What follows belongs to an exercise in optimizing a design on an open flow for small area and a short achievable clock period; a production flow would make more cautious choices. In this exercise RTL edits were held to simulation tests only and were not proved equivalent to the original. Power and IR drop assume default switching activity.

==> run a: inputs <==
## MAF
module MAF(
    input clk,
    input  [31:0] A, B, C,
    input  [1:0]  func,
    output [63:0] Result
    );
    wire s1;
    wire c2;
    wire s3;
    wire c4;
    wire s5;
    wire c6;
    wire s7;
    wire c8;
    wire s9;
    wire c10;
    wire s11;
    wire c12;
    wire s13;
    wire c14;
    wire s15;
    wire c16;
    wire s17;
    wire c18;
    wire s19;
    wire c20;
    wire s21;
    wire c22;
    wire s23;
    wire c24;
    wire s25;
    wire c26;
    wire s27;
    wire c28;
    wire s29;
    wire c30;
    wire s31;
    wire c32;
    wire s33;
    wire c34;
    wire s35;
    wire c36;
    wire s37;
    wire c38;
    wire s39;
    wire c40;
    wire s41;
    wire c42;
    wire s43;
    wire c44;
    wire s45;
    wire c46;
    wire s47;
    wire c48;
    wire s49;
    wire c50;
    wire s51;
    wire c52;
    wire s53;
    wire c54;
    wire s55;
    wire c56;
    wire s57;
    wire c58;
    wire s59;
    wire c60;
    wire s61;
    wire c62;
    wire s63;
    wire c64;
    wire s65;
    wire c66;
    wire s67;
    wire c68;
    wire s69;
    wire c70;
    wire s71;
    wire c72;
    wire s73;
    wire c74;
    wire s75;
    wire c76;
    wire s77;
    wire c78;
    wire s79;
    wire c80;
    wire s81;
    wire c82;
    wire s83;
    wire c84;
    wire s85;
    wire c86;
    wire s87;
    wire c88;
    wire s89;
    wire c90;
    wire s91;
    wire c92;
    wire s93;
    wire c94;
    wire s95;
    wire c96;
    wire s97;
    wire c98;
    wire s99;
    wire c100;
    wire s101;
    wire c102;
  ...
Settings: LEC_CHECK=0, CAP_MARGIN=20, CORE_MARGIN=2, CORE_UTILIZATION=55, SETUP_SLACK_MARGIN=4.0, SLEW_MARGIN=20, TNS_END_PERCENT=20; clock period 10.0 ns.
standard.sh (not shown) runs the stock make flow with config.mk's settings and CLKGATE_MAP_FILE= SYNTH_SCRIPT=/design/flow/synth_recipe.tcl, a recipe that flattens the netlist after the stock synthesis.
==> flow/flow/run.sh <==
#!/bin/bash
# Standard ORFS layout with two changes:
#  - synthesis runs `synth -noabc` (the quick generic ABC pass inside synth is
#    skipped), so extract_fa sees the RTL's XOR/majority structure and maps
#    full adders without the inverters it otherwise puts around them;
#  - extra make variables from flow/make_args.txt (e.g. the port buffer cell).
# Each tool's output goes to its own log here and under orfs/logs.
set -euo pipefail
here=$(pwd)
sed '1s/yosys synth -nofsm -noshare/yosys synth -nofsm -noshare -noabc/' synth_recipe.tcl > my_synth.tcl
grep -q -- '-noabc' my_synth.tcl
sed "s#SYNTH_SCRIPT=[^ ]*#SYNTH_SCRIPT=$here/my_synth.tcl#" standard.sh > my_standard.sh
grep -q "SYNTH_SCRIPT=$here/my_synth.tcl" my_standard.sh
extra=()
if [[ -f flow/make_args.txt ]]; then
  while IFS= read -r line; do [[ -n "$line" ]] && extra+=("$line"); done < flow/make_args.txt
fi
bash my_standard.sh "${extra[@]}" synth > synth.log 2>&1
bash my_standard.sh "${extra[@]}" finish > layout.log 2>&1
test -f out/final.def
==> flow/flow/make_args.txt <==
BUFFER_PORTS_ARGS=-buffer_cell sky130_fd_sc_hd__buf_2
==> run b: changes against run a <==
- TNS_END_PERCENT: 20 -> unset
==> run c: changes against run a <==
- PLACE_DENSITY: unset -> 0.8
- TNS_END_PERCENT: 20 -> unset
==> summary.txt <==
Die area is the same in run b and run c.
Sequential share of layout area, lowest first: run c, run a, run b.
Flip-flop and latch count is the same in run a and run b.
Sequential power is about the same in run a and run b.
Total power: run c is higher than run a (about 1.8%).
The highest worst hold slack belongs to run c, the lowest to run a.


==> inputs of v2 <==
Starting RTL as in the previous note.
==> flow/design.v (excerpt) <==
module MAF(
    input clk,
    input  [31:0] A, B, C,
    input  [1:0]  func,
    output [63:0] Result
    );
clock: 10.0 ns
lec_check: 0
cap_margin: 20
core_margin: 2
core_utilization: 65
setup_slack_margin: 4.0
slew_margin: 20
Scripts as last shown in full above: flow/flow/run.sh, flow/flow/make_args.txt
==> v5 (differences from v2) <==
Settings changed: CAP_MARGIN 20 to 0, CORE_UTILIZATION 65 to 55, SLEW_MARGIN 20 to 0.
==> comparison table <==
metric	v5	v2
Area of combinational cells with multiple inputs	0.02341 sq mm	0.02345 sq mm
Power in the clock group	0.000617 W	0.000616 W
Placement row count	81	74
Critical path capture point type	output port	register
Met1 track demand over resource	50.20%	57.44%
Initial antenna violation count	6	8
Area enclosed by the die boundary	0.05078 sq mm	0.04310 sq mm
Count of non-CTS buffers in the layout	265	256
Core Footprint	0.04865 sq mm	0.04083 sq mm
Die height	225.3 um	207.6 um
Post-CTS Setup Inserts	14	5
Cell at the slowest stage of the critical path	sky130_fd_sc_hd__fa_2	sky130_fd_sc_hd__buf_4
DRT Wirelength	92710 um	92980 um
Critical path startpoint category	register	input port
Status	no timing/DRC/antenna violations	no timing/DRC/antenna violations
Ratio of cells with drive above 1 in the final layout	13.62%	13.48%
Pre-Repair DR Iteration Count	6	10
Overall power	0.008946 W	0.008971 W
Static power due to leakage	11.50 nW	11.48 nW
Fraction of cell area in non-clock buffers	5.820%	5.623%
Starting DRC count in detailed routing	2507	3165

==> re-timing with driven ports <==
How much do the figures lean on ideal ports? The routed layouts below were timed once more, with nothing changed but the port constraints. Step 1 (the two cells are an assumption about what drives the block):
set clk [get_ports {clk}]
set_driving_cell -lib_cell sky130_fd_sc_hd__clkbuf_16 $clk
set_driving_cell -lib_cell sky130_fd_sc_hd__buf_2 [delete_from_list [all_inputs] $clk]
Step 2 also shifts input and output timing later by t, the mid clock arrival at the registers, as if the neighbouring blocks saw the same clock. Slacks: ideal / step 1 / step 2; pairs: ideal / step 1.
| run | t, ns | setup slack, ns | worst data-port slew with drivers (ns) |
|---|---|---|---|
| run a | 0.548 | 4.003 / 3.939 / 3.474 | 0.09 |
| run b | 0.546 | 4.031 / 3.971 / 3.529 | 0.08 |
| run c | 0.523 | 3.950 / 3.954 / 3.431 | 0.14 |
| v2 | 0.556 | 4.031 / 4.019 / 3.476 | 0.09 |
| v5 | 0.546 | 4.031 / 3.971 / 3.529 | 0.08 |
After both steps every run listed still meets setup and hold. For v2, which loses most, drivers alone change the setup slack by -0.012 ns; drivers and shift together by -0.555 ns.
